Source: an optimization exercise on an open RTL-to-GDS flow (aim: small area). Production flows keep margins and buffers that such runs may drop.
Function was checked by simulation only, so behaviour that the tests miss may differ from the original.
No activity file was given, so power comes from the tool's default toggle rates.

==> flow/design.v <==
`timescale 1ns / 1ps
module vga_640x480(
	input  wire       clk,
	input  wire       clr,
	output wire       hsync,
	output wire       vsync,
	output reg  [9:0] x,
	output reg  [9:0] y,
	output wire       xjump,
	output wire       vidon
);
	function [15:0] radd(input [15:0] a, input [15:0] b, input cin);
		integer i;
		reg c;
		begin
			c = cin;
			for (i = 0; i < 16; i = i + 1) begin
				radd[i] = a[i] ^ b[i] ^ c;
				c = (a[i] & b[i]) | (c & (a[i] ^ b[i]));
			end
		end
	endfunction
	function ltc(input [15:0] a, input [15:0] k);
		integer i;
		reg r;
		begin
			r = 1'b0;
			for (i = 0; i < 16; i = i + 1)
				r = k[i] ? (~a[i] | r) : (~a[i] & r);
			ltc = r;
		end
	endfunction
	reg vsenable;
	wire xend = (x == 10'd654);
	assign xjump = xend | (&x);
	wire [15:0] xinc = radd({6'd0, x}, 16'd0, 1'b1);
	wire [15:0] yinc = radd({6'd0, y}, 16'd0, 1'b1);
	always @(posedge clk) begin
		if (clr) begin
			x <= 10'd879;
			vsenable <= 1'b0;
		end else begin
			x <= xend ? 10'd879 : xinc[9:0];
			vsenable <= xend;
		end
	end
	always @(posedge clk) begin
		if (clr)
			y <= 10'd992;
		else if (vsenable)
			y <= (y == 10'd488) ? 10'd992 : yinc[9:0];
	end
	assign hsync = ~(!ltc(x, 655) && ltc(x, 975));
	assign vsync = ~(y[9:1] == 9'd496);
	assign vidon = ltc(x, 639) && ltc(y, 479);
endmodule
`timescale 1ns / 1ps
module vga_initials(
	input  wire        clk,
	input  wire        rst,
	input  wire        tick,
	input  wire        vidon,
	input  wire        xjump,
	input  wire [9:0]  x,
	input  wire [9:0]  y,
	input  wire [10:0] nax, nbx, ncx,    
	input  wire [8:0]  at, bt, ct,
	input  wire [9:0]  bird,
	input  wire [7:0]  back_data,
	input  wire [7:0]  bird_data1,
	input  wire [7:0]  bird_data2,
	input  wire [7:0]  bird_data3,
	input  wire [7:0]  downtube_data1,
	input  wire [7:0]  downtube_data2,
	input  wire [7:0]  downtube_data3,
	input  wire [7:0]  uptube_data1,
	input  wire [7:0]  uptube_data2,
	input  wire [7:0]  uptube_data3,
	input  wire [7:0]  strip_data,
	input  wire [7:0]  num_data1,
	input  wire [7:0]  num_data2,
	input  wire [7:0]  num_data3,
	input  wire [3:0]  score1,
	input  wire [3:0]  score2,
	input  wire [3:0]  score3,
	input  wire [1:0]  state,
	input  wire [7:0]  startback_data,
	input  wire [7:0]  retback_data,
	output wire [10:0] startback_add,
	output wire [10:0] retback_add,
	output wire [10:0] num_add1,
	output wire [10:0] num_add2,
	output wire [10:0] num_add3,
	output wire [8:0]  strip_add,
	output wire [12:0] downtube_add1,
	output wire [12:0] downtube_add2,
	output wire [12:0] downtube_add3,
	output wire [12:0] uptube_add1,
	output wire [12:0] uptube_add2,
	output wire [12:0] uptube_add3,
	output wire [14:0] back_add,
	output wire [9:0]  bird_add,
	output reg  [2:0]  red,
	output reg  [2:0]  green,
	output reg  [1:0]  blue
);
	function [15:0] radd(input [15:0] a, input [15:0] b, input cin);
		integer i;
		reg c;
		begin
			c = cin;
			for (i = 0; i < 16; i = i + 1) begin
				radd[i] = a[i] ^ b[i] ^ c;
				c = (a[i] & b[i]) | (c & (a[i] ^ b[i]));
			end
		end
	endfunction
	function ltc(input [15:0] a, input [15:0] k);
		integer i;
		reg r;
		begin
			r = 1'b0;
			for (i = 0; i < 16; i = i + 1)
				r = k[i] ? (~a[i] | r) : (~a[i] & r);
			ltc = r;
		end
	endfunction
	function [10:0] nconst1(input [3:0] s, input y0);
		case ({s, y0})
			5'd0: nconst1 = 11'd1228;
			5'd1: nconst1 = 11'd1358;
			5'd2: nconst1 = 11'd1241;
			5'd3: nconst1 = 11'd1371;
			5'd4: nconst1 = 11'd1254;
			5'd5: nconst1 = 11'd1384;
			5'd6: nconst1 = 11'd1267;
			5'd7: nconst1 = 11'd1397;
			5'd8: nconst1 = 11'd1280;
			5'd9: nconst1 = 11'd1410;
			5'd10: nconst1 = 11'd1293;
			5'd11: nconst1 = 11'd1423;
			5'd12: nconst1 = 11'd1306;
			5'd13: nconst1 = 11'd1436;
			5'd14: nconst1 = 11'd1319;
			5'd15: nconst1 = 11'd1449;
			5'd16: nconst1 = 11'd1332;
			5'd17: nconst1 = 11'd1462;
			5'd18: nconst1 = 11'd1345;
			5'd19: nconst1 = 11'd1475;
			5'd20: nconst1 = 11'd1358;
			5'd21: nconst1 = 11'd1488;
			5'd22: nconst1 = 11'd1371;
			5'd23: nconst1 = 11'd1501;
			5'd24: nconst1 = 11'd1384;
			5'd25: nconst1 = 11'd1514;
			5'd26: nconst1 = 11'd1397;
			5'd27: nconst1 = 11'd1527;
			5'd28: nconst1 = 11'd1410;
			5'd29: nconst1 = 11'd1540;
			5'd30: nconst1 = 11'd1423;
			5'd31: nconst1 = 11'd1553;
			default: nconst1 = 11'd0;
		endcase
	endfunction
	function [10:0] nconst2(input [3:0] s, input y0);
		case ({s, y0})
			5'd0: nconst2 = 11'd1215;
			5'd1: nconst2 = 11'd1345;
			5'd2: nconst2 = 11'd1228;
			5'd3: nconst2 = 11'd1358;
			5'd4: nconst2 = 11'd1241;
			5'd5: nconst2 = 11'd1371;
			5'd6: nconst2 = 11'd1254;
			5'd7: nconst2 = 11'd1384;
			5'd8: nconst2 = 11'd1267;
			5'd9: nconst2 = 11'd1397;
			5'd10: nconst2 = 11'd1280;
			5'd11: nconst2 = 11'd1410;
			5'd12: nconst2 = 11'd1293;
			5'd13: nconst2 = 11'd1423;
			5'd14: nconst2 = 11'd1306;
			5'd15: nconst2 = 11'd1436;
			5'd16: nconst2 = 11'd1319;
			5'd17: nconst2 = 11'd1449;
			5'd18: nconst2 = 11'd1332;
			5'd19: nconst2 = 11'd1462;
			5'd20: nconst2 = 11'd1345;
			5'd21: nconst2 = 11'd1475;
			5'd22: nconst2 = 11'd1358;
			5'd23: nconst2 = 11'd1488;
			5'd24: nconst2 = 11'd1371;
			5'd25: nconst2 = 11'd1501;
			5'd26: nconst2 = 11'd1384;
			5'd27: nconst2 = 11'd1514;
			5'd28: nconst2 = 11'd1397;
			5'd29: nconst2 = 11'd1527;
			5'd30: nconst2 = 11'd1410;
			5'd31: nconst2 = 11'd1540;
			default: nconst2 = 11'd0;
		endcase
	endfunction
	function [10:0] nconst3(input [3:0] s, input y0);
		case ({s, y0})
			5'd0: nconst3 = 11'd1202;
			5'd1: nconst3 = 11'd1332;
			5'd2: nconst3 = 11'd1215;
			5'd3: nconst3 = 11'd1345;
			5'd4: nconst3 = 11'd1228;
			5'd5: nconst3 = 11'd1358;
			5'd6: nconst3 = 11'd1241;
			5'd7: nconst3 = 11'd1371;
			5'd8: nconst3 = 11'd1254;
			5'd9: nconst3 = 11'd1384;
			5'd10: nconst3 = 11'd1267;
			5'd11: nconst3 = 11'd1397;
			5'd12: nconst3 = 11'd1280;
			5'd13: nconst3 = 11'd1410;
			5'd14: nconst3 = 11'd1293;
			5'd15: nconst3 = 11'd1423;
			5'd16: nconst3 = 11'd1306;
			5'd17: nconst3 = 11'd1436;
			5'd18: nconst3 = 11'd1319;
			5'd19: nconst3 = 11'd1449;
			5'd20: nconst3 = 11'd1332;
			5'd21: nconst3 = 11'd1462;
			5'd22: nconst3 = 11'd1345;
			5'd23: nconst3 = 11'd1475;
			5'd24: nconst3 = 11'd1358;
			5'd25: nconst3 = 11'd1488;
			5'd26: nconst3 = 11'd1371;
			5'd27: nconst3 = 11'd1501;
			5'd28: nconst3 = 11'd1384;
			5'd29: nconst3 = 11'd1514;
			5'd30: nconst3 = 11'd1397;
			5'd31: nconst3 = 11'd1527;
			default: nconst3 = 11'd0;
		endcase
	endfunction
	function [3:0] mnext(input [3:0] mm, input j, input t);
		case ({mm, j, t})
			6'd0: mnext = 4'd1;
			6'd1: mnext = 4'd2;
			6'd2: mnext = 4'd9;
			6'd3: mnext = 4'd10;
			6'd4: mnext = 4'd2;
			6'd5: mnext = 4'd3;
			6'd6: mnext = 4'd10;
			6'd7: mnext = 4'd11;
			6'd8: mnext = 4'd3;
			6'd9: mnext = 4'd4;
			6'd10: mnext = 4'd11;
			6'd11: mnext = 4'd0;
			6'd12: mnext = 4'd4;
			6'd13: mnext = 4'd5;
			6'd14: mnext = 4'd0;
			6'd15: mnext = 4'd1;
			6'd16: mnext = 4'd5;
			6'd17: mnext = 4'd6;
			6'd18: mnext = 4'd1;
			6'd19: mnext = 4'd2;
			6'd20: mnext = 4'd6;
			6'd21: mnext = 4'd7;
			6'd22: mnext = 4'd2;
			6'd23: mnext = 4'd3;
			6'd24: mnext = 4'd7;
			6'd25: mnext = 4'd8;
			6'd26: mnext = 4'd3;
			6'd27: mnext = 4'd4;
			6'd28: mnext = 4'd8;
			6'd29: mnext = 4'd9;
			6'd30: mnext = 4'd4;
			6'd31: mnext = 4'd5;
			6'd32: mnext = 4'd9;
			6'd33: mnext = 4'd10;
			6'd34: mnext = 4'd5;
			6'd35: mnext = 4'd6;
			6'd36: mnext = 4'd10;
			6'd37: mnext = 4'd11;
			6'd38: mnext = 4'd6;
			6'd39: mnext = 4'd7;
			6'd40: mnext = 4'd11;
			6'd41: mnext = 4'd0;
			6'd42: mnext = 4'd7;
			6'd43: mnext = 4'd8;
			6'd44: mnext = 4'd0;
			6'd45: mnext = 4'd1;
			6'd46: mnext = 4'd8;
			6'd47: mnext = 4'd9;
			6'd48: mnext = 4'd1;
			6'd49: mnext = 4'd2;
			6'd50: mnext = 4'd9;
			6'd51: mnext = 4'd10;
			6'd52: mnext = 4'd2;
			6'd53: mnext = 4'd3;
			6'd54: mnext = 4'd10;
			6'd55: mnext = 4'd11;
			6'd56: mnext = 4'd3;
			6'd57: mnext = 4'd4;
			6'd58: mnext = 4'd11;
			6'd59: mnext = 4'd12;
			6'd60: mnext = 4'd4;
			6'd61: mnext = 4'd5;
			6'd62: mnext = 4'd12;
			6'd63: mnext = 4'd13;
			default: mnext = 4'd0;
		endcase
	endfunction
	reg [3:0] cnt;
	reg [3:0] m;
	always @(posedge clk) begin
		if (rst) begin
			cnt <= 4'd0;
			m <= 4'd3;
		end else begin
			if (tick)
				cnt <= {cnt[3] ^ (&cnt[2:0]), cnt[2] ^ (&cnt[1:0]), cnt[1] ^ cnt[0], ~cnt[0]};
			m <= mnext(m, xjump, tick);
		end
	end
	wire [15:0] y5 = radd({8'd0, y[9:2]}, {6'd0, y[9:2], 2'b0}, 1'b0);
	wire [15:0] bk = radd(y5, {13'd0, x[9:7]}, 1'b0);
	assign back_add = {bk[9:0], x[6:2]};
	wire [15:0] yb = radd({6'd0, y}, ~{6'd0, bird}, 1'b1);
	wire [15:0] ba1 = radd({6'd0, x}, {yb[14:0], 1'b0}, 1'b0);
	wire [15:0] ba2 = radd(ba1, {yb[10:0], 5'b0}, 1'b0);
	wire [15:0] ba3 = radd(ba2, 16'd632, 1'b0);
	assign bird_add = ba3[9:0];
	wire [15:0] sa = radd({5'd0, nax}, {6'd0, x}, 1'b0);
	wire [15:0] sb = radd({5'd0, nbx}, {6'd0, x}, 1'b0);
	wire [15:0] sc = radd({5'd0, ncx}, {6'd0, x}, 1'b0);
	wire [11:0] da = {sa[11], ~sa[10:0]};
	wire [11:0] db = {sb[11], ~sb[10:0]};
	wire [11:0] dc = {sc[11], ~sc[10:0]};
	wire [15:0] ea = radd({7'd0, at}, ~{6'd0, y}, 1'b1);
	wire [15:0] eb = radd({7'd0, bt}, ~{6'd0, y}, 1'b1);
	wire [15:0] ec = radd({7'd0, ct}, ~{6'd0, y}, 1'b1);
	function [25:0] tubeadd(input [11:0] d, input [15:0] e);
		reg [15:0] p, q, q3, t, pt, up, dn;
		begin
			p = {{6{d[11]}}, d[11:2]};
			q = {{7{e[10]}}, e[10:2]};
			q3 = radd(q, {q[14:0], 1'b0}, 1'b0);
			t = radd({q3[12:0], 3'b0}, q, 1'b0);
			dn = radd(p, t, 1'b0);
			pt = radd(p, ~t, 1'b1);
			up = radd(pt, (e[1:0] != 2'b00) ? -16'd650 : -16'd625, 1'b0);
			tubeadd = {dn[12:0], up[12:0]};
		end
	endfunction
	assign {downtube_add1, uptube_add1} = tubeadd(da, ea);
	assign {downtube_add2, uptube_add2} = tubeadd(db, eb);
	assign {downtube_add3, uptube_add3} = tubeadd(dc, ec);
	wire [15:0] nb1 = radd({7'd0, x[9:1]}, {6'd0, y[9:1], 1'b0}, 1'b0);
	wire [15:0] nb2 = radd(nb1, {5'd0, y[4:1], 7'd0}, 1'b0);
	wire [15:0] na1 = radd(nb2, {5'd0, nconst1(score1, y[0])}, x[0]);
	wire [15:0] na2 = radd(nb2, {5'd0, nconst2(score2, y[0])}, x[0]);
	wire [15:0] na3 = radd(nb2, {5'd0, nconst3(score3, y[0])}, x[0]);
	assign num_add1 = na1[10:0];
	assign num_add2 = na2[10:0];
	assign num_add3 = na3[10:0];
	wire [15:0] y3 = radd({6'd0, y}, {5'd0, y, 1'b0}, 1'b0);
	reg [6:0] s55;    
	always @(*) begin
		case (m[3:2])
			2'd0: s55 = 7'd55;
			2'd1: s55 = 7'd56;
			2'd2: s55 = 7'd57;
			default: s55 = 7'd58;
		endcase
	end
	wire [15:0] st = radd(y3, {9'd0, s55}, 1'b0);
	assign strip_add = {st[6:0], m[1:0]};
	wire [15:0] r1 = radd(y3, {8'd0, y[3:0], 4'd0}, 1'b0);       
	wire [15:0] r2 = radd(r1, {9'd0, x[9:3]}, 1'b0);
	wire [15:0] r3 = radd(r2, 16'd18, 1'b0);
	assign retback_add = {r3[7:0], x[2:0]};
	wire [15:0] s1 = radd(r3, {8'd0, y[7:0]}, 1'b0);
	wire [15:0] s2 = radd(s1, 16'd16, 1'b0);
	assign startback_add = {s2[7:0], x[2:0]};
	wire in_bird = !ltc(x, 151) && ltc(x, 184) &&
	               (yb[10] || yb[9:0] == 10'd0) && (!yb[10] || !ltc(yb[9:0], 1001));
	wire nrow = !ltc(y, 41) && ltc(y, 71);
	wire n1 = (num_data1 != 8'hFF) && !ltc(x, 275) && ltc(x, 301) && nrow && (score1 != 4'd0);
	wire n2 = (num_data2 != 8'hFF) && !ltc(x, 301) && ltc(x, 327) && nrow && ((score2 != 4'd0) || (score1 != 4'd0));
	wire n3 = (num_data3 != 8'hFF) && !ltc(x, 327) && ltc(x, 353) && nrow;
	wire capt = !ltc(x, 241) && !ltc(y, 240) && ltc(y, 251);
	wire in_a = !da[11] && ltc(da[10:0], 100);
	wire in_b = !db[11] && ltc(db[10:0], 100);
	wire in_c = !dc[11] && ltc(dc[10:0], 100);
	wire dn_a = !ea[10], up_a = ea[10] && ltc(ea[10:0], 1949);
	wire dn_b = !eb[10], up_b = eb[10] && ltc(eb[10:0], 1949);
	wire dn_c = !ec[10], up_c = ec[10] && ltc(ec[10:0], 1949);
	wire nf_b1 = ~&bird_data1, nf_b2 = ~&bird_data2, nf_b3 = ~&bird_data3;
	wire nf_d1 = ~&downtube_data1, nf_d2 = ~&downtube_data2, nf_d3 = ~&downtube_data3;
	wire nf_u1 = ~&uptube_data1, nf_u2 = ~&uptube_data2, nf_u3 = ~&uptube_data3;
	wire nf_sb = ~&startback_data, nf_rb = ~&retback_data;
	wire play = ~state[1];                      
	wire ystrip = !ltc(y, 451);
	wire sel_strip = vidon & ystrip;
	wire q1 = vidon & ~ystrip;
	wire sel_sb = q1 & play & (state == 2'd0) & capt & ltc(x, 400) & nf_sb;
	wire q2 = q1 & play & ~sel_sb;
	wire birdz = q2 & in_bird;
	wire f1 = (cnt[3:2] == 2'b00) | (cnt[3:2] == 2'b11);
	wire f2 = (cnt[3:2] == 2'b01);
	wire f3 = (cnt[3:2] == 2'b10);
	wire sel_b1 = birdz & f1 & nf_b1;
	wire sel_b2 = birdz & f2 & nf_b2;
	wire sel_b3 = birdz & f3 & nf_b3;
	wire nr = (q2 & ~in_bird) | (q1 & ~play);
	wire sel_n1 = nr & n1;
	wire sel_n2 = nr & ~n1 & n2;
	wire sel_n3 = nr & ~n1 & ~n2 & n3;
	wire q4 = nr & ~n1 & ~n2 & ~n3;
	wire ta = q4 & play & in_a;
	wire tb = q4 & play & ~in_a & in_b;
	wire tc = q4 & play & ~in_a & ~in_b & in_c;
	wire sel_d1 = ta & dn_a & nf_d1;
	wire sel_u1 = ta & ~(dn_a & nf_d1) & up_a & nf_u1;
	wire sel_d2 = tb & dn_b & nf_d2;
	wire sel_u2 = tb & ~(dn_b & nf_d2) & up_b & nf_u2;
	wire sel_d3 = tc & dn_c & nf_d3;
	wire sel_u3 = tc & ~(dn_c & nf_d3) & up_c & nf_u3;
	wire sel_rb = q4 & ~play & capt & ltc(x, 392) & nf_rb;
	wire sel_back = vidon & ~(sel_strip | sel_sb | sel_b1 | sel_b2 | sel_b3 |
	                          sel_n1 | sel_n2 | sel_n3 | sel_d1 | sel_u1 |
	                          sel_d2 | sel_u2 | sel_d3 | sel_u3 | sel_rb);
	wire [7:0] pix = ({8{sel_strip}} & strip_data) | ({8{sel_sb}} & startback_data) |
	                 ({8{sel_b1}} & bird_data1) | ({8{sel_b2}} & bird_data2) |
	                 ({8{sel_b3}} & bird_data3) | ({8{sel_n1}} & num_data1) |
	                 ({8{sel_n2}} & num_data2) | ({8{sel_n3}} & num_data3) |
	                 ({8{sel_d1}} & downtube_data1) | ({8{sel_u1}} & uptube_data1) |
	                 ({8{sel_d2}} & downtube_data2) | ({8{sel_u2}} & uptube_data2) |
	                 ({8{sel_d3}} & downtube_data3) | ({8{sel_u3}} & uptube_data3) |
	                 ({8{sel_rb}} & retback_data) | ({8{sel_back}} & back_data);
	always @(*) {red, green, blue} = pix;
endmodule
`timescale 1ns / 1ps
module randomgenerator(
	input  wire       clk,
	input  wire       rst,
	input  wire       fly,
	output reg  [8:0] num
);
	function [15:0] radd(input [15:0] a, input [15:0] b, input cin);
		integer i;
		reg c;
		begin
			c = cin;
			for (i = 0; i < 16; i = i + 1) begin
				radd[i] = a[i] ^ b[i] ^ c;
				c = (a[i] & b[i]) | (c & (a[i] ^ b[i]));
			end
		end
	endfunction
	function ltc(input [15:0] a, input [15:0] k);
		integer i;
		reg r;
		begin
			r = 1'b0;
			for (i = 0; i < 16; i = i + 1)
				r = k[i] ? (~a[i] | r) : (~a[i] & r);
			ltc = r;
		end
	endfunction
	wire [15:0] dn = radd({7'd0, num}, -16'd24, 1'b0);
	wire [15:0] up = radd({7'd0, num}, 16'd325, 1'b0);
	wire [15:0] inc = radd({7'd0, num}, 16'd0, 1'b1);
	always @(posedge clk) begin
		if (rst)
			num <= 9'd0;
		else if (fly)
			num <= !ltc(num, 24) ? dn[8:0] : up[8:0];
		else
			num <= (num == 9'd348) ? 9'd0 : inc[8:0];
	end
endmodule
`timescale 1ns / 1ps
module objects(
	input  wire        clk,
	input  wire        rst,
	input  wire        clk10ms,
	input  wire [8:0]  num,
	input  wire        fly,
	input  wire        start,
	input  wire        ret,
	output reg  [10:0] nax, nbx, ncx,
	output reg  [8:0]  at, bt, ct,
	output reg  [9:0]  bird,
	output reg         plusone,
	output reg         clr,
	output reg  [1:0]  state
);
	function [15:0] radd(input [15:0] a, input [15:0] b, input cin);
		integer i;
		reg c;
		begin
			c = cin;
			for (i = 0; i < 16; i = i + 1) begin
				radd[i] = a[i] ^ b[i] ^ c;
				c = (a[i] & b[i]) | (c & (a[i] ^ b[i]));
			end
		end
	endfunction
	function ltc(input [15:0] a, input [15:0] k);
		integer i;
		reg r;
		begin
			r = 1'b0;
			for (i = 0; i < 16; i = i + 1)
				r = k[i] ? (~a[i] | r) : (~a[i] & r);
			ltc = r;
		end
	endfunction
	function hit(input [10:0] ntx, input [8:0] tt, input [9:0] b);
		reg [15:0] d;
		begin
			d = radd({6'd0, b}, ~{7'd0, tt}, 1'b1);
			hit = !ltc(ntx, 1765) && ltc(ntx, 1897) &&
			      (d[10] || ltc(d[9:0], 25) || !ltc(d[9:0], 100));
		end
	endfunction
	reg [12:0] speed;
	reg tf, sf, rf;
	wire go1 = start & ~sf & (state == 2'd0);
	wire go0 = ret & ~rf & (state == 2'd2);
	wire init = rst | ((state == 2'd0) & ~go1);
	wire step = ~rst & (state == 2'd1) & clk10ms & ~tf;
	wire az = &nax, bz = &nbx, cz = &ncx;
	wire [15:0] ainc = radd({5'd0, nax}, 16'd0, step);
	wire [15:0] binc = radd({5'd0, nbx}, 16'd0, step);
	wire [15:0] cinc = radd({5'd0, ncx}, 16'd0, step);
	wire [15:0] sinc = radd({3'd0, speed}, 16'd0, step);
	wire [15:0] bnew = radd({6'd0, bird}, {6'd0, speed[12:3] & {10{step}}}, 1'b0);
	always @(posedge clk) begin
		if (init) begin
			speed <= 13'd0;
			nax <= ~11'd740; nbx <= ~11'd1010; ncx <= ~11'd1280;
			at <= 9'd220; bt <= 9'd330; ct <= 9'd210;
			bird <= 10'd250;
			plusone <= 1'b0;
		end else begin
			speed <= (step & fly) ? -13'd15 : sinc[12:0];
			nax <= (step & az) ? (ncx[1] ? ~11'd810 : ~11'd812) : ainc[10:0];
			nbx <= (step & bz) ? (nax[0] ? ~11'd812 : ~11'd811) : binc[10:0];
			ncx <= (step & cz) ? ~11'd812 : cinc[10:0];
			if (step & az) at <= num;
			if (step & bz) bt <= num;
			if (step & cz) ct <= num;
			bird <= bnew[9:0];
			plusone <= step && ((nax == ~11'd201) || (nbx == ~11'd201) || (ncx == ~11'd201));
		end
	end
	always @(posedge clk) begin
		if (rst) begin
			state <= 2'd0;
			tf <= 1'b0; sf <= 1'b0; rf <= 1'b0;
			clr <= 1'b0;
		end else begin
			tf <= clk10ms; sf <= start; rf <= ret;
			if (go1)
				state <= 2'd1;
			else if (go0)
				state <= 2'd0;
			else if (state == 2'd0)
				clr <= 1'b1;
			else begin
				clr <= 1'b0;
				if (step && (hit(nax, at, bird) || hit(nbx, bt, bird) || hit(ncx, ct, bird) || !ltc(bird, 451)))
					state <= 2'd2;
			end
		end
	end
endmodule
`timescale 1ns / 1ps
module scorecnt(
	input  wire       clk,
	input  wire       rst,
	input  wire       plusone,
	input  wire       reset,
	output reg  [3:0] s0, s1, s2,
	output reg  [3:0] h0, h1, h2
);
	function ltu(input [11:0] a, input [11:0] b);
		integer i;
		reg r;
		begin
			r = 1'b0;
			for (i = 0; i < 12; i = i + 1)
				r = (~a[i] & b[i]) | (~(a[i] ^ b[i]) & r);
			ltu = r;
		end
	endfunction
	function [3:0] inc4(input [3:0] d);
		inc4 = {d[3] ^ (d[2] & d[1] & d[0]), d[2] ^ (d[1] & d[0]), d[1] ^ d[0], ~d[0]};
	endfunction
	wire inc = plusone;
	wire wrap = (s2 == 4'd10) && (s1 == 4'd2) && (s0 == 4'd3);
	wire c0 = (s0 == 4'd9);
	wire c1 = (s1 == 4'd9);
	always @(posedge clk) begin
		if (rst) begin
			{s2, s1, s0} <= 12'd0;
			{h2, h1, h0} <= 12'd0;
		end else begin
			if (reset || (inc && wrap))
				{s2, s1, s0} <= 12'd0;
			else begin
				if (inc) begin
					s0 <= c0 ? 4'd0 : inc4(s0);
					if (c0) begin
						s1 <= c1 ? 4'd0 : inc4(s1);
						if (c1)
							s2 <= inc4(s2);
					end
				end
			end
			if (!reset && ltu({h2, h1, h0}, {s2, s1, s0}))
				{h2, h1, h0} <= {s2, s1, s0};
		end
	end
endmodule
`timescale 1ns / 1ps
module flappy_core(
	input  wire        clk,
	input  wire        rst,
	input  wire        tick,
	input  wire        fly,
	input  wire        start,
	input  wire        ret,
	input  wire        rnd_btn,
	input  wire [7:0]  back_data,
	input  wire [7:0]  bird_data1,
	input  wire [7:0]  bird_data2,
	input  wire [7:0]  bird_data3,
	input  wire [7:0]  downtube_data1,
	input  wire [7:0]  downtube_data2,
	input  wire [7:0]  downtube_data3,
	input  wire [7:0]  uptube_data1,
	input  wire [7:0]  uptube_data2,
	input  wire [7:0]  uptube_data3,
	input  wire [7:0]  strip_data,
	input  wire [7:0]  num_data1,
	input  wire [7:0]  num_data2,
	input  wire [7:0]  num_data3,
	input  wire [7:0]  startback_data,
	input  wire [7:0]  retback_data,
	output wire        hsync,
	output wire        vsync,
	output wire [2:0]  red,
	output wire [2:0]  green,
	output wire [1:0]  blue,
	output wire [14:0] back_add,
	output wire [9:0]  bird_add,
	output wire [12:0] downtube_add1,
	output wire [12:0] downtube_add2,
	output wire [12:0] downtube_add3,
	output wire [12:0] uptube_add1,
	output wire [12:0] uptube_add2,
	output wire [12:0] uptube_add3,
	output wire [8:0]  strip_add,
	output wire [10:0] num_add1,
	output wire [10:0] num_add2,
	output wire [10:0] num_add3,
	output wire [10:0] startback_add,
	output wire [10:0] retback_add,
	output wire [1:0]  game_state,
	output wire [9:0]  bird_y,
	output wire [12:0] tube_x1,
	output wire [12:0] tube_x2,
	output wire [12:0] tube_x3,
	output wire [9:0]  tube_top1,
	output wire [9:0]  tube_top2,
	output wire [9:0]  tube_top3,
	output wire [3:0]  score_d0,
	output wire [3:0]  score_d1,
	output wire [3:0]  score_d2,
	output wire [3:0]  high_score_d0,
	output wire [3:0]  high_score_d1,
	output wire [3:0]  high_score_d2
);
	wire vidon, xjump;
	wire [9:0] x, y;
	wire [8:0] num;
	wire [10:0] nax, nbx, ncx;
	wire [8:0] at, bt, ct;
	wire [9:0] bird;
	wire [3:0] s0, s1, s2, h0, h1, h2;
	wire plusone;
	wire clr2;
	wire [1:0] state;
	vga_640x480 U2 (.clk(clk), .clr(rst), .hsync(hsync), .vsync(vsync), .x(x), .y(y), .xjump(xjump), .vidon(vidon));
	vga_initials U3 (.clk(clk), .rst(rst), .tick(tick), .vidon(vidon), .xjump(xjump), .x(x), .y(y),
		.nax(nax), .nbx(nbx), .ncx(ncx), .at(at), .bt(bt), .ct(ct), .bird(bird),
		.back_data(back_data), .back_add(back_add), .red(red), .green(green), .blue(blue),
		.bird_add(bird_add), .bird_data1(bird_data1), .bird_data2(bird_data2), .bird_data3(bird_data3),
		.downtube_add1(downtube_add1), .downtube_data1(downtube_data1),
		.uptube_data1(uptube_data1), .uptube_add1(uptube_add1),
		.downtube_add2(downtube_add2), .downtube_data2(downtube_data2),
		.uptube_data2(uptube_data2), .uptube_add2(uptube_add2),
		.downtube_add3(downtube_add3), .downtube_data3(downtube_data3),
		.uptube_data3(uptube_data3), .uptube_add3(uptube_add3),
		.strip_data(strip_data), .strip_add(strip_add),
		.num_add1(num_add1), .num_add2(num_add2), .num_add3(num_add3),
		.num_data1(num_data1), .num_data2(num_data2), .num_data3(num_data3),
		.score1(s2), .score2(s1), .score3(s0), .state(state),
		.startback_add(startback_add), .startback_data(startback_data),
		.retback_add(retback_add), .retback_data(retback_data));
	randomgenerator U4 (.clk(clk), .rst(rst), .fly(rnd_btn), .num(num));
	objects U5 (.clk(clk), .rst(rst), .clk10ms(tick), .num(num), .fly(fly), .nax(nax), .nbx(nbx), .ncx(ncx),
		.at(at), .bt(bt), .ct(ct), .bird(bird), .plusone(plusone),
		.start(start), .ret(ret), .clr(clr2), .state(state));
	scorecnt U20 (.clk(clk), .rst(rst), .plusone(plusone), .reset(clr2),
		.s0(s0), .s1(s1), .s2(s2), .h0(h0), .h1(h1), .h2(h2));
	assign game_state = state;
	assign bird_y     = bird;
	assign tube_x1    = {2'b0, ~nax};
	assign tube_x2    = {2'b0, ~nbx};
	assign tube_x3    = {2'b0, ~ncx};
	assign tube_top1  = {1'b0, at};
	assign tube_top2  = {1'b0, bt};
	assign tube_top3  = {1'b0, ct};
	assign score_d0   = s0;
	assign score_d1   = s1;
	assign score_d2   = s2;
	assign high_score_d0 = h0;
	assign high_score_d1 = h1;
	assign high_score_d2 = h2;
endmodule
==> flow/flow/run.sh <==
#!/bin/bash
# The standard layout (standard.sh), with these changes:
#  - after synthesis, the netlist is reworked and then laid out:
#    flow/polar.py re-chooses the polarity of the full adders and rebuilds half
#    adders with inverted inputs from plain gates (fewer inverters);
#    flow/remap.sh maps the remaining plain logic again with ABC's area mapper
#    (adders, flip-flops and their names untouched);
#    flow/debuf.py drops buffers that only copy a net to an output port;
#    flow/eq.sh then proves the result equivalent to the synthesized netlist,
#    register by register; if any step fails, the synthesized netlist is used;
#  - the port buffers use the smallest buffer cell;
#  - clock tree synthesis uses clkbuf_8 and no dummy loads.
set -euo pipefail
export BUFFER_PORTS_ARGS="-buffer_cell sky130_fd_sc_hd__buf_1"
export CTS_ARGS="-sink_clustering_enable -repair_clock_nets -buf_list {sky130_fd_sc_hd__clkbuf_4 sky130_fd_sc_hd__clkbuf_8} -dont_use_dummy_load"
bash standard.sh synth > synth.log 2>&1
R=orfs/results/${FLOW_PLATFORM:-sky130hd}/flappy_core/base
cp "$R/1_2_yosys.v" net0_synth.v
if python3 flow/polar.py net0_synth.v net1_polar.v > rework.log 2>&1 &&
   bash flow/remap.sh net1_polar.v net2_remap.v >> rework.log 2>&1 &&
   python3 flow/debuf.py net2_remap.v net3_debuf.v >> rework.log 2>&1 &&
   bash flow/eq.sh net0_synth.v net3_debuf.v; then
  echo "rework: netlist replaced" >> rework.log
  cp net3_debuf.v "$R/1_2_yosys.v"
  rm -f "$R/1_synth.odb" "$R/1_synth.sdc"
else
  echo "rework: kept the synthesized netlist" >> rework.log
fi
bash standard.sh > standard_flow.log 2>&1
==> flow/flow/area.abc <==
strash
dc2
dch
amap
strash
dc2
dch
amap
strash
dc2
dch
amap
topo
==> flow/flow/debuf.py <==
#!/usr/bin/env python3
"""Drop the buffers that only copy an internal net to an output port.

Yosys inserts such a buffer (insbuf) wherever an output port is an alias of
another net. When the net is driven by a cell (not by an input port) and the
buffer is the only one on it that feeds a port, the buffer is removed and the
net takes the port's name. The layout buffers every port anyway.

usage: debuf.py IN.v OUT.v
"""
import re
import sys

OUT_PINS = {"X", "Y", "Q", "Q_N", "SUM", "COUT", "HI", "LO"}


def norm(n):
    n = n.strip()
    return n + " " if n.startswith("\\") else n


def main(src, dst):
    text = open(src).read()
    m = re.search(r"\bmodule\s+(\S+)\s*\((.*?)\);", text, re.S)
    body_start, body_end = m.end(), text.rindex("endmodule")
    body = text[body_start:body_end]
    outputs, inputs = set(), set()
    for kind, rng, name in re.findall(r"^\s*(output|input)\s+(\[\d+:\d+\]\s*)?(\S+)\s*;", body, re.M):
        names = [name]
        if rng:
            hi, lo = map(int, re.findall(r"\d+", rng))
            names = [f"{name}[{i}]" for i in range(min(hi, lo), max(hi, lo) + 1)]
        (outputs if kind == "output" else inputs).update(names)
    if re.search(r"^\s*assign\b", body, re.M):
        sys.exit("assign statements are not handled")
    cell_re = re.compile(r"^\s*(sky130_fd_sc_hd__\w+)\s+(\S+)\s*\((.*?)\);\s*$", re.M | re.S)
    pin_re = re.compile(r"\.(\w+)\(\s*(.*?)\s*\)\s*(?:,|$)", re.S)
    cells = []
    for c in cell_re.finditer(body):
        pins = {p.group(1): norm(p.group(2)) for p in pin_re.finditer(c.group(3))}
        cells.append([c.group(1), c.group(2), pins, c.span()])
    driver = {}
    for i, (t, n, pins, _) in enumerate(cells):
        for p, net in pins.items():
            if p in OUT_PINS:
                driver[net] = i
    rename = {}
    drop = set()
    for i, (t, n, pins, _) in enumerate(cells):
        if not re.match(r"^sky130_fd_sc_hd__buf_\d+$", t):
            continue
        a, x = pins.get("A"), pins.get("X")
        if a is None or x is None or x.strip() not in outputs:
            continue
        if a.strip() in inputs or a.strip() in outputs or a not in driver:
            continue
        if a in rename:
            continue
        rename[a] = x
        drop.add(i)
    out, pos = [], 0
    for i, (t, n, pins, (s, e)) in enumerate(cells):
        out.append(body[pos:s])
        pos = e
        if i in drop:
            continue
        conns = ",\n".join(f"    .{p}({rename.get(net, net)})" for p, net in pins.items())
        out.append(f"\n  {t} {n} (\n{conns}\n  );")
    out.append(body[pos:])
    newbody = "".join(out)
    # drop the declarations of the renamed nets
    for a in rename:
        newbody = re.sub(r"^\s*wire\s+" + re.escape(a.strip()) + r"\s*;\s*$\n?", "", newbody, flags=re.M)
    open(dst, "w").write(text[:body_start] + newbody + text[body_end:])
    sys.stderr.write(f"debuf: removed {len(drop)} port copy buffers\n")


if __name__ == "__main__":
    main(sys.argv[1], sys.argv[2])
==> flow/flow/dontuse.txt <==
-dont_use sky130_fd_sc_hd__lpflow_bleeder_1 -dont_use sky130_fd_sc_hd__lpflow_clkbufkapwr_1 -dont_use sky130_fd_sc_hd__lpflow_clkbufkapwr_16 -dont_use sky130_fd_sc_hd__lpflow_clkbufkapwr_2 -dont_use sky130_fd_sc_hd__lpflow_clkbufkapwr_4 -dont_use sky130_fd_sc_hd__lpflow_clkbufkapwr_8 -dont_use sky130_fd_sc_hd__lpflow_clkinvkapwr_1 -dont_use sky130_fd_sc_hd__lpflow_clkinvkapwr_16 -dont_use sky130_fd_sc_hd__lpflow_clkinvkapwr_2 -dont_use sky130_fd_sc_hd__lpflow_clkinvkapwr_4 -dont_use sky130_fd_sc_hd__lpflow_clkinvkapwr_8 -dont_use sky130_fd_sc_hd__lpflow_decapkapwr_12 -dont_use sky130_fd_sc_hd__lpflow_decapkapwr_3 -dont_use sky130_fd_sc_hd__lpflow_decapkapwr_4 -dont_use sky130_fd_sc_hd__lpflow_decapkapwr_6 -dont_use sky130_fd_sc_hd__lpflow_decapkapwr_8 -dont_use sky130_fd_sc_hd__lpflow_inputiso0n_1 -dont_use sky130_fd_sc_hd__lpflow_inputiso0p_1 -dont_use sky130_fd_sc_hd__lpflow_inputiso1n_1 -dont_use sky130_fd_sc_hd__lpflow_inputiso1p_1 -dont_use sky130_fd_sc_hd__lpflow_inputisolatch_1 -dont_use sky130_fd_sc_hd__lpflow_isobufsrc_1 -dont_use sky130_fd_sc_hd__lpflow_isobufsrc_16 -dont_use sky130_fd_sc_hd__lpflow_isobufsrc_2 -dont_use sky130_fd_sc_hd__lpflow_isobufsrc_4 -dont_use sky130_fd_sc_hd__lpflow_isobufsrc_8 -dont_use sky130_fd_sc_hd__lpflow_isobufsrckapwr_16 -dont_use sky130_fd_sc_hd__lpflow_lsbuf_lh_hl_isowell_tap_1 -dont_use sky130_fd_sc_hd__lpflow_lsbuf_lh_hl_isowell_tap_2 -dont_use sky130_fd_sc_hd__lpflow_lsbuf_lh_hl_isowell_tap_4 -dont_use sky130_fd_sc_hd__lpflow_lsbuf_lh_isowell_4 -dont_use sky130_fd_sc_hd__lpflow_lsbuf_lh_isowell_tap_1 -dont_use sky130_fd_sc_hd__lpflow_lsbuf_lh_isowell_tap_2 -dont_use sky130_fd_sc_hd__lpflow_lsbuf_lh_isowell_tap_4 -dont_use sky130_fd_sc_hd__probe_p_8 -dont_use sky130_fd_sc_hd__probec_p_8 
==> flow/flow/eq.sh <==
#!/bin/bash
# eq.sh GOLD.v GATE.v: prove that two mapped netlists of the top module are
# equivalent (same registers, matched by name). Exits non-zero unless proven.
set -uo pipefail
TOP=${FLOW_TOP:-flappy_core}
LIB=$FLOW_HOME/platforms/${FLOW_PLATFORM:-sky130hd}/lib/sky130_fd_sc_hd__tt_025C_1v80.lib
YOSYS=$(command -v yosys || echo "$FLOW_HOME/../tools/install/yosys/bin/yosys")
"$YOSYS" -p "read_liberty -ignore_miss_func $LIB; read_verilog $1; rename $TOP gold; read_verilog $2; rename $TOP gate; setattr -mod -unset top gold gate; flatten gold gate; opt_clean; rename -hide gold/w:_* gate/w:_*; equiv_make gold gate eq; hierarchy -top eq; equiv_simple; equiv_induct; equiv_status -assert" > eq.log 2>&1
==> flow/flow/polar.py <==
#!/usr/bin/env python3
"""Re-choose the polarity of the full adders in a mapped sky130 netlist.

A full adder is self-dual: FA(~a, ~b, ~c) = (~sum, ~cout). Yosys's extract_fa
often picks the polarity that needs an inverter on an input and on an output of
every bit of a subtraction. This pass removes the netlist's inverters (except
those driving ports), picks for each fa_1 whether to use it flipped so that as
few nets as possible need their complement, and then adds one inverter per net
whose complement is still needed. Registers and all other cells are untouched.

usage: polar.py IN.v OUT.v
"""
import re
import sys

OUT_PINS = {"X", "Y", "Q", "Q_N", "SUM", "COUT", "HI", "LO"}
INV_RE = re.compile(r"^sky130_fd_sc_hd__(clk)?inv_\d+$")
FA_RE = re.compile(r"^sky130_fd_sc_hd__fa_\d+$")


def main(src, dst):
    text = open(src).read()
    m = re.search(r"\bmodule\s+(\S+)\s*\((.*?)\);", text, re.S)
    mod_start = m.end()
    mod_end = text.rindex("endmodule")
    body = text[mod_start:mod_end]
    outputs = set()
    for d in re.finditer(r"^\s*output\s+(\[\d+:\d+\]\s*)?(\S+)\s*;", body, re.M):
        rng, name = d.group(1), d.group(2)
        if rng:
            hi, lo = map(int, re.findall(r"\d+", rng))
            for i in range(min(hi, lo), max(hi, lo) + 1):
                outputs.add(f"{name}[{i}]")
        else:
            outputs.add(name)
    if re.search(r"^\s*assign\b", body, re.M):
        sys.exit("assign statements are not handled")

    # cells: (type, name, {pin: net}, span in body)
    cells = []
    cell_re = re.compile(r"^\s*(sky130_fd_sc_hd__\w+)\s+(\S+)\s*\((.*?)\);\s*$", re.M | re.S)
    pin_re = re.compile(r"\.(\w+)\(\s*(.*?)\s*\)\s*(?:,|$)", re.S)
    for c in cell_re.finditer(body):
        pins = {}
        for p in pin_re.finditer(c.group(3)):
            net = p.group(2).strip()
            if net.startswith("\\"):
                net = net + " "  # escaped identifiers end with a space
            pins[p.group(1)] = net
        cells.append([c.group(1), c.group(2), pins, c.span()])

    driver = {}
    for i, (t, n, pins, _) in enumerate(cells):
        for p, net in pins.items():
            if p in OUT_PINS:
                driver[net] = (i, p)

    def is_removable_inv(i):
        t, n, pins, _ = cells[i]
        return INV_RE.match(t) and pins["Y"] not in outputs and pins["Y"].strip() not in outputs

    lit_cache = {}

    def lit(net):
        if net in lit_cache:
            return lit_cache[net]
        d = driver.get(net)
        if d is not None and is_removable_inv(d[0]):
            b, q = lit(cells[d[0]][2]["A"])
            r = (b, q ^ 1)
        else:
            r = (net, 0)
        lit_cache[net] = r
        return r

    fa_ids = [i for i, c in enumerate(cells) if FA_RE.match(c[0])]
    flip = {i: 0 for i in fa_ids}
    # loads: list of (cell index, pin, base, pol)
    loads = []
    for i, (t, n, pins, _) in enumerate(cells):
        if is_removable_inv(i):
            continue
        for p, net in pins.items():
            if p in OUT_PINS:
                continue
            if re.match(r"^\d+'[bh]", net.strip()):
                continue
            b, q = lit(net)
            loads.append((i, p, b, q))
    port_loads = []
    for o in outputs:
        for key in (o, ):
            if key in driver:
                b, q = lit(key)
                port_loads.append((b, q))

    # phi: physical polarity of a base net
    def phi(b):
        d = driver.get(b)
        if d is not None and d[0] in flip:
            return flip[d[0]]
        return 0

    from collections import defaultdict
    req = defaultdict(lambda: [0, 0])
    loads_of_cell = defaultdict(list)
    for k, (i, p, b, q) in enumerate(loads):
        qq = q ^ (flip[i] if i in flip else 0)
        req[b][qq] += 1
        loads_of_cell[i].append(k)
    for b, q in port_loads:
        req[b][q] += 1

    def net_cost(b):
        return 1 if req[b][phi(b) ^ 1] > 0 else 0

    def total():
        return sum(net_cost(b) for b in list(req.keys()))

    def affected(group):
        nets = set()
        for i in group:
            for k in loads_of_cell[i]:
                nets.add(loads[k][2])
            for p in ("SUM", "COUT"):
                nets.add(cells[i][2][p])
        return nets

    def toggle(group):
        for i in group:
            for k in loads_of_cell[i]:
                _, _, b, q = loads[k]
                req[b][q ^ flip[i]] -= 1
                req[b][q ^ flip[i] ^ 1] += 1
            flip[i] ^= 1

    def try_group(group):
        nets = affected(group)
        before = sum(net_cost(b) for b in nets)
        toggle(group)
        after = sum(net_cost(b) for b in nets)
        if after < before:
            return before - after
        toggle(group)
        return 0

    # carry chains: COUT -> CIN between adders
    parent = {i: i for i in fa_ids}

    def find(i):
        while parent[i] != i:
            parent[i] = parent[parent[i]]
            i = parent[i]
        return i

    for i in fa_ids:
        co = cells[i][2]["COUT"]
        for j in fa_ids:
            pass
    cin_of = defaultdict(list)
    for j in fa_ids:
        cin_of[cells[j][2]["CIN"]].append(j)
    for i in fa_ids:
        for j in cin_of.get(cells[i][2]["COUT"], []):
            parent[find(i)] = find(j)
    chains = defaultdict(list)
    for i in fa_ids:
        chains[find(i)].append(i)

    start = total()
    improved = True
    rounds = 0
    while improved and rounds < 50:
        improved = False
        rounds += 1
        for g in chains.values():
            if try_group(g):
                improved = True
        for i in fa_ids:
            if try_group([i]):
                improved = True
    end = total()
    n_inv_before = sum(1 for i in range(len(cells)) if is_removable_inv(i))
    sys.stderr.write(f"polar: {len(fa_ids)} adders, {sum(flip.values())} flipped; "
                     f"removable inverters {n_inv_before} -> {end} (model start {start})\n")

    # Half adders that need the complement on an input are rebuilt from
    # plain gates, which take either polarity: ~a ^ ~b = a ^ b and
    # ~a & ~b = nor(a, b); ~a ^ b = xnor(a, b) and ~a & b = nor2b(a, b).
    HA_RE = re.compile(r"^sky130_fd_sc_hd__ha_\d+$")
    split_ha = {}
    changed = True
    while changed:
        changed = False
        for i, c in enumerate(cells):
            if not HA_RE.match(c[0]) or i in split_ha:
                continue
            ks = [k for k in loads_of_cell[i]]
            need = {}
            for k in ks:
                _, p, b, q = loads[k]
                need[p] = (b, q, q ^ phi(b))
            if set(need) != {"A", "B"}:
                continue
            inv = [p for p in ("A", "B") if need[p][2]]
            if not inv:
                continue
            if len(inv) == 1:
                b, q, _ = need[inv[0]]
                if req[b][q] != 1:
                    continue
            for k in ks:
                _, p, b, q = loads[k]
                req[b][q] -= 1
                req[b][q ^ 1] += 0
            split_ha[i] = {p: (need[p][0], need[p][2]) for p in ("A", "B")}
            loads_of_cell[i] = []
            changed = True
    end2 = total()
    sys.stderr.write(f"polar: {len(split_ha)} half adders rebuilt from gates; inverters -> {end2}\n")

    # emit
    fresh = [0]
    new_wires = []

    def new_net():
        fresh[0] += 1
        name = f"_polar{fresh[0]}_"
        new_wires.append(name)
        return name

    phys = {}  # (base, q) -> net name carrying base^q
    new_cells = []

    def net_for(b, q):
        key = (b, q)
        if key in phys:
            return phys[key]
        f = phi(b)
        if f == 0:
            if q == 0:
                phys[key] = b
            else:
                n = new_net()
                new_cells.append((b, n))
                phys[key] = n
        else:
            pn = net_for_flipped_driver(b)
            if q == 1:
                phys[key] = pn
            else:
                new_cells.append((pn, b))
                phys[key] = b
        return phys[key]

    flipped_out = {}

    def net_for_flipped_driver(b):
        if b not in flipped_out:
            flipped_out[b] = new_net()
        return flipped_out[b]

    # rewire loads
    for (i, p, b, q) in loads:
        if i in split_ha:
            continue
        qq = q ^ (flip[i] if i in flip else 0)
        cells[i][2][p] = net_for(b, qq)
    gate_cells = []
    for i, pins_need in split_ha.items():
        (ba, ia), (bb, ib) = pins_need["A"], pins_need["B"]
        wa = net_for(ba, phi(ba))
        wb = net_for(bb, phi(bb))
        s_net = cells[i][2]["SUM"]
        c_net = cells[i][2]["COUT"]
        if ia and ib:
            gate_cells.append(("sky130_fd_sc_hd__xor2_1", {"A": wa, "B": wb, "X": s_net}))
            gate_cells.append(("sky130_fd_sc_hd__nor2_1", {"A": wa, "B": wb, "Y": c_net}))
        else:
            if ib:
                wa, wb = wb, wa
            # the pin on wa needs the complement
            gate_cells.append(("sky130_fd_sc_hd__xnor2_1", {"A": wa, "B": wb, "Y": s_net}))
            gate_cells.append(("sky130_fd_sc_hd__nor2b_1", {"A": wa, "B_N": wb, "Y": c_net}))
    # ports needing the true value of a flipped base net
    for b, q in port_loads:
        net_for(b, q)
    # flipped adder outputs
    for i in fa_ids:
        if flip[i]:
            for p in ("SUM", "COUT"):
                b = cells[i][2][p]
                cells[i][2][p] = net_for_flipped_driver(b)

    # buffers that only copy a net to an output port (yosys's insbuf) are
    # made the smallest buffer: the layout puts its own buffer at every port
    nbuf = 0
    for c in cells:
        if re.match(r"^sky130_fd_sc_hd__buf_\d+$", c[0]) and c[0] != "sky130_fd_sc_hd__buf_1":
            y = c[2].get("X", "")
            if y in outputs or y.strip() in outputs:
                c[0] = "sky130_fd_sc_hd__buf_1"
                nbuf += 1
    sys.stderr.write(f"polar: {nbuf} port copy buffers made buf_1\n")

    out = []
    pos = 0
    for i, (t, n, pins, (s, e)) in enumerate(cells):
        out.append(body[pos:s])
        pos = e
        if is_removable_inv(i) or i in split_ha:
            continue
        conns = ",\n".join(f"    .{p}({net})" for p, net in pins.items())
        out.append(f"\n  {t} {n} (\n{conns}\n  );")
    out.append(body[pos:])
    extra = "".join(f"  wire {w};\n" for w in new_wires)
    for k, (a, y) in enumerate(new_cells):
        extra += f"  sky130_fd_sc_hd__inv_1 _polarinv{k}_ (\n    .A({a}),\n    .Y({y})\n  );\n"
    for k, (t, pins) in enumerate(gate_cells):
        conns = ",\n".join(f"    .{p}({net})" for p, net in pins.items())
        extra += f"  {t} _polarg{k}_ (\n{conns}\n  );\n"
    newbody = "".join(out)
    result = text[:mod_start] + "\n" + extra + newbody + text[mod_end:]
    open(dst, "w").write(result)
    sys.stderr.write(f"polar: wrote {len(new_cells)} inverters\n")


if __name__ == "__main__":
    main(sys.argv[1], sys.argv[2])
==> flow/flow/remap.sh <==
#!/bin/bash
# remap.sh IN.v OUT.v: map the plain logic of a mapped netlist again with ABC's
# area mapper (flow/area.abc), keeping the full adders, flip-flops and tie cells as
# they are (half adders are mapped again too). Cells on the platform's don't-use list (flow/dontuse.txt) stay unused.
set -uo pipefail
D=$(cd "$(dirname "$0")" && pwd)
TOP=${FLOW_TOP:-flappy_core}
LIB=$FLOW_HOME/platforms/${FLOW_PLATFORM:-sky130hd}/lib/sky130_fd_sc_hd__tt_025C_1v80.lib
YOSYS=$(command -v yosys || echo "$FLOW_HOME/../tools/install/yosys/bin/yosys")
DU=$(cat "$D/dontuse.txt")
KEEP="sky130_fd_sc_hd__fa_1 sky130_fd_sc_hd__dfxtp_1 sky130_fd_sc_hd__conb_1"
"$YOSYS" -p "read_liberty -ignore_miss_func $LIB; blackbox $KEEP; read_verilog $1; hierarchy -top $TOP; flatten; rename -hide w:_*.*; opt_clean; abc -liberty $LIB $DU -script $D/area.abc; opt_clean -purge; splitnets; insbuf -buf sky130_fd_sc_hd__buf_1 A X; opt_clean -purge; stat -liberty $LIB; write_verilog -noattr -noexpr -nohex -nodec $2" > remap.log 2>&1
==> flow/standard.sh <==
#!/bin/bash
# synth_recipe.tcl (not shown) runs the flow's synth.tcl, then flattens the netlist and writes it again
# the make line also repeats each setting of config.mk as NAME=value (left out here)
make -C /OpenROAD-flow-scripts/flow DESIGN_CONFIG=/design/flow/config.mk WORK_HOME=/design/flow/orfs CLKGATE_MAP_FILE= SYNTH_SCRIPT=/design/flow/synth_recipe.tcl "${@:-finish}"
==> flow/config.mk <==
export PLATFORM = sky130hd
export DESIGN_NAME = flappy_core
export DESIGN_NICKNAME = flappy_core
export VERILOG_FILES = /design/flow/design.v
export SDC_FILE = /design/flow/constraint.sdc
export NUM_CORES = 4
export LEC_CHECK = 0
export CAP_MARGIN = 20
export CORE_MARGIN = 2
export CORE_UTILIZATION = 60
export SLEW_MARGIN = 20
==> flow/constraint.sdc <==
create_clock -name core_clock -period 14.0 [get_ports {clk}]
set_input_delay 2.8000 -clock core_clock [delete_from_list [all_inputs] [get_ports {clk}]]
set_output_delay 2.8000 -clock core_clock [all_outputs]
set_load 0.01 [all_outputs]
==> results of run 1 <==
==> layer usage <==
layer	wire length (um)	up-vias	part of all wire	GRT usage
li1	-	7376	-	-
met1	20300	7826	0.36	0.511
met2	26300	1005	0.46	0.654
met5	0	-	0	0
met3	6040	212	0.11	0.0964
met4	3910	0	0.069	0.243
==> worst max-delay path: cells and delay by family (launching register included) <==
family / cells / cell delay [ps]
adders and majority gates: 15 / 6750
buffers and inverters: 5 / 910
DFF: 1 / 710
and+or+nand+nor: 3 / 390
AOI/OAI and AO/OA: 2 / 300
==> layout make-up <==
class	count	area (um2)
Sequential cell	152	3040
Antenna cell	3	7.51
Fill cell	2293	7850
Clock buffer	17	234
Inverter	352	1320
Multi-Input combinational cell	1442	11700
Timing Repair Buffer	419	1620
Tap cell	335	419
==> per-stage QoR <==
stage          hold WS [ps]  area, um2  total power [mW]
3_3_place_gp            433      18100             0.970
4_1_cts                 462      18300              1.24
3_5_place_dp            444      18100             0.979
5_1_grt                 504      18400              1.32
6_report                465      18400              1.24
2_1_floorplan           426      16100             0.797
==> flip-flops by register name, indices dropped and copies added, names as in the netlist, 9 cells and up <==
register and cells:
U2.x 10, U5.ncx 11, U5.nax 11, U5.at 9, U5.bt 9, U5.bird 10
U4.num 9, U5.nbx 11, U2.y 10, U5.speed 13, U5.ct 9
==> power breakdown <==
group / leakage [nW] / internal [mW] / total (mW) / switching, mW
Combinational: 5.08 / 0.183 / 0.517 / 0.334
Sequential: 1.23 / 0.442 / 0.458 / 0.0165
Clock: 0.122 / 0.107 / 0.265 / 0.158
Total: 6.44 / 0.732 / 1.24 / 0.508
==> how the worst max path moves through the flow <==
stage                              start               to  slack [ps]
finish              U2.y[0]$_SDFFE_PP0P_  uptube_add3[12]        1690
global route        U2.y[0]$_SDFFE_PP0P_  uptube_add3[12]        1130
CTS                 U2.y[0]$_SDFFE_PP0P_  uptube_add3[12]        1660
detailed placement  U2.y[0]$_SDFFE_PP0P_  uptube_add3[12]        2160
global placement    U2.y[0]$_SDFFE_PP0P_  uptube_add3[12]        2350
floorplan           U2.y[0]$_SDFFE_PP0P_  uptube_add3[12]        2530
==> run notes, run 1 <==
status timing/DRC/antenna clean; final worst setup slack 1690 ps; power density cells 67.6 nW/um2; fin util 0.701; DR WL/cell 20.8 um; Die X 168 um; via count 16419; largest net degree at the start of global routing 27; actual slew at the worst max-slew pin 1080 ps; Place WS 2160 ps; DRT Pass-1 Iters 6; R2R Path End U5.bird[9]$_SDFF_PP0_; GRT Total Usage 0.410; nets 2808; Area Overhead vs Synth 14.1%; Worst Hold Class reg2reg; Post-Route Skew 40.9 ps; CTS sink count 152; RSZ-0062 raised after global routing false; clock-pin transition on the worst setup and hold timing paths 80 ps; H-tree levels 4; hold path start U3.cnt[1]$_SDFFE_PP0P_; Post-DP HPWL 46800 um; final-report max-slew violation count 0; via count of the first global-routing pass 16054; Die Span Y 168 um; syn avg cell area 8.23 um2; highest clock rate 81.2 MHz; CTS Root Cell clkbuf_8; Iter 0 DRT Violations 1541; Post-Syn Area 16100 um2; Synth Instances 1955; drt drc 0; CTS Buf Count 17; Rows 59; worst-path maximum fanout 18; Starting Density 0.614; crit end category output pin; setup TNS 0 ps; commonest non-fill, non-tap cell in the layout buf_1; Reg2Reg Launch Point U5.state[1]$_SDFFE_PP0P_; R2R depth 18; TritonCTS clock tree built; Hold Vio Cnt, Final 0; final cell count without fillers 2720; P_leak 6.44 nW; min cycle time layout 12310 ps; Hold Path Depth 1; critical path required time 11200 ps; ratio of cells with drive above 1 in the final layout 0.0139; Post-Route WL 56600 um; Slowest Stage Delay on Critical Path 710 ps; initial antenna violation count 2; Via density 6.04; grt ovf 0; worst vdd ir 0.0000476 V; hold path endpoint U3.cnt[1]$_SDFFE_PP0P_; final setup fails 0; DIE AREA 28100 um2; Max-Cap Viols 0; Worst Path Arrival 9510 ps; core area 26200 um2; CP most frequent cell fa_1; first-pass GRT wire length 87700 um; setup slack, reg-to-reg 8860 ps; clock tree buffer depth 2; Tcrit/Tclk final 0.879; I/O Pins 417; antenna viol nets, final 0; most frequent cells in the layout 407 x buf_1, 352 x clkinv_1, 346 x nor2_1; CP max-delay cell dfxtp_1; setup bufs post-CTS 0; Port Buf Inserts 407; cells resized by post-CTS repair 0; Hold Buf Count CTS 0; Crit Path Class reg2out; Rel. slew slack 0.275; Inst Count DP 2700; Startpoint Class flip-flop; YS warnings 5; Final GP Congestion 0.981; clock latency on the worst-skew pair 460 ps
==> inputs of run 2 (changes only) <==
--- a/flow/flow/run.sh
+++ b/flow/flow/run.sh
@@ -14,3 +14,3 @@
 export BUFFER_PORTS_ARGS="-buffer_cell sky130_fd_sc_hd__buf_1"
-export CTS_ARGS="-sink_clustering_enable -repair_clock_nets -buf_list {sky130_fd_sc_hd__clkbuf_4 sky130_fd_sc_hd__clkbuf_8} -dont_use_dummy_load"
+export CTS_ARGS="-sink_clustering_enable -repair_clock_nets -buf_list sky130_fd_sc_hd__clkbuf_8 -root_buf sky130_fd_sc_hd__clkbuf_8 -sink_clustering_buffer sky130_fd_sc_hd__clkbuf_4 -sink_clustering_size 8 -dont_use_dummy_load"
 bash standard.sh synth > synth.log 2>&1
==> run 2 against run 1 <==
  * Highest routed layer unchanged
  * Count of clock-buffer cells in the layout unchanged
  * Sequential cell count stayed put
  * Sequential power about the same
==> run notes, run 2 <==
Die Span Y 168 um (unchanged); Synth Instances 1955 (unchanged); DRT Pass-1 Iters 6 (unchanged); DR WL/cell 20.8 um (about the same); Placed Area 18100 um2 (about the same); DIE AREA 28100 um2 (unchanged); R2R depth 18 (unchanged); actual slew at the worst max-slew pin 1100 ps (+18.8 ps); DR WL met3 5850 um (-3.0%); setup TNS 0 ps (unchanged); GRT Total Usage 0.407 (-0.00314); Post-DP HPWL 46900 um (+0.22%); DR WL met2 26100 um (-0.80%); syn avg cell area 8.23 um2 (unchanged); Hold Vio Cnt, Final 0 (unchanged); P_leak 6.44 nW (about the same); clock tree buffer depth 2 (unchanged); via count 16370 (-0.30%); worst-path maximum fanout 24 (+6); Die X 168 um (unchanged); clock-pin transition on the worst setup and hold timing paths 70 ps (about the same); Area Overhead vs Synth 14.2% (about the same); initial antenna violation count 3 (+1); total chip power 1.25 mW (+0.65%); core area 26200 um2 (unchanged); Worst Path Arrival 9430 ps (-80 ps); R2R Path End U5.bird[9]$_SDFF_PP0_; TritonCTS clock tree built; power density cells 67.9 nW/um2 (+0.58%); Tcrit/Tclk final 0.874 (-0.00533); CTS sink count 152 (unchanged); hold path start U3.cnt[1]$_SDFFE_PP0P_; CTS Buf Count 17 (unchanged); Max-Cap Viols 0 (unchanged); commonest non-fill, non-tap cell in the layout buf_1; antenna viol nets, final 0 (unchanged); grt ovf 0 (unchanged); worst vdd ir 0.0000578 V (+22%); Crit Path Class reg2out; top sig layer met4; clock latency on the worst-skew pair 470 ps (about the same); Starting Density 0.614 (unchanged); I/O Pins 417 (unchanged); hold path endpoint U3.cnt[1]$_SDFFE_PP0P_; fin util 0.701 (about the same); highest clock rate 81.7 MHz (+0.61%); nets 2809 (+0.036%); WHS 467 ps (+1.87 ps); first-pass GRT wire length 86700 um (-1.1%); Hold Path Depth 1 (unchanged); final setup fails 0 (unchanged); critical path required time 11200 ps (about the same); Iter 0 DRT Violations 1581 (+2.6%); crit end category output pin; Final GP Congestion 0.982 (+0.10%); drt drc 0 (unchanged); min cycle time layout 12230 ps (-74.6 ps); Port Buf Inserts 407 (unchanged); Post-Syn Area 16100 um2 (unchanged); Largest Register U5.speed; setup bufs post-CTS 0 (unchanged); largest net degree at the start of global routing 27 (unchanged); metal1 wirelength 20700 um (+2.0%); CTS Root Cell clkbuf_8; Reg2Reg Launch Point U5.state[1]$_SDFFE_PP0P_; Post-Route Skew 36.1 ps (-4.75 ps); ratio of cells with drive above 1 in the final layout 0.0147 (+0.000833); max reg flops 13 (unchanged); via count of the first global-routing pass 15884 (-1.1%); Rel. slew slack 0.261 (-0.0133); Rows 59 (unchanged); Startpoint Class flip-flop; final-report max-slew violation count 0 (unchanged); status timing/DRC/antenna clean; Via density 6.01 (-0.37%); Post-Route WL 56600 um (+0.11%); most frequent cells in the layout 407 x buf_1, 352 x clkinv_1, 346 x nor2_1; cells resized by post-CTS repair 0 (unchanged); YS warnings 5 (unchanged); RSZ-0062 raised after global routing false; Hold Buf Count CTS 0 (unchanged); post-route cell area 18400 um2 (about the same); H-tree levels 4 (unchanged); Worst Hold Class reg2reg; setup slack, reg-to-reg 8890 ps (+30 ps)
## run 2: layout make-up
| type | instances | area [um2] |
|---|---|---|
| repair buffers | 420 | 1630 |
| fillers | 2285 | 7830 |
| inverters | 352 | 1320 |
| flip-flops and latches | 152 | 3040 |
| well taps | 335 | 419 |
| diodes | 4 | 10.0 |
| multi-input cells | 1442 | 11700 |
| clock buffers | 17 | 234 |
## run 2: power by group
part / switching (mW) / internal [mW]
Combinational: 0.336 / 0.184
Clock: 0.163 / 0.107
Sequential: 0.0166 / 0.442
## run 2: worst max-delay path, cell delays in order, from the launching register on
cell      delay, ps
dfxtp_1         750
clkinv_1        200
buf_4           280
nor2_1          180
clkinv_1        100
fa_1            380
fa_1            440
fa_1            400
fa_1            400
fa_1            390
fa_1            380
fa_1            390
fa_1            500
clkinv_1        170
fa_1            590
clkinv_1        110
fa_1            450
fa_1            430
fa_1            430
fa_1            440
fa_1            420
fa_1            550
nand2_1          90
a21oi_1         180
nor2_1           60
a21oi_1         120
buf_1           160
## run 2: how the worst max path moves through the flow
stage	start	slack (ps)	depth (start not counted)	endpoint
after floorplan	U2.y[0]$_SDFFE_PP0P_	2530	24	uptube_add3[12]
final	U2.y[0]$_SDFFE_PP0P_	1770	26	uptube_add1[12]
after global routing	U2.y[0]$_SDFFE_PP0P_	1230	26	uptube_add1[12]
after CTS	U2.y[0]$_SDFFE_PP0P_	1770	26	uptube_add1[12]
after global placement	U2.y[0]$_SDFFE_PP0P_	2430	26	uptube_add1[12]
after detailed placement	U2.y[0]$_SDFFE_PP0P_	2280	26	uptube_add1[12]
## run 2: metal layers
layer | global-route usage | up-vias
met5 | 0 | -
met4 | 0.229 | 0
met3 | 0.108 | 212
met2 | 0.652 | 977
met1 | 0.502 | 7797
li1 | - | 7384
## run 2: through the flow
| stage | worst slack (ps) | instances |
|---|---|---|
| after global routing | 1230 | 2720 |
| after CTS | 1770 | 2718 |
| after detailed placement | 2280 | 2701 |
| after global placement | 2430 | 2701 |
| after floorplan | 2530 | 1963 |
| final | 1770 | 2722 |

==> port drivers added, routing unchanged <==
The results above use ideal ports. As a check the final layouts listed here were re-extracted and re-timed, cells and wires unchanged.
Step 1 (the two cells are an assumption about what drives the block):
set clk [get_ports {clk}]
set_driving_cell -lib_cell sky130_fd_sc_hd__clkbuf_16 $clk
set_driving_cell -lib_cell sky130_fd_sc_hd__buf_2 [delete_from_list [all_inputs] $clk]
Step 2, shift: input delay + t, output delay - t, t = (earliest + latest rising clock arrival at the registers) / 2. This alone moves slack from input paths to output paths.
a / b / c = ideal ports / drivers / drivers and shift; a / b = the first two.
| run | t, ns | slack for setup (ns) | cell pins on the clock port's net |
|---|---|---|---|
| run 1 | 0.488 | 1.691 / 1.647 / 2.135 | 1 |
| run 2 | 0.500 | 1.766 / 1.719 / 2.219 | 1 |
After both steps every run listed still meets setup and hold.
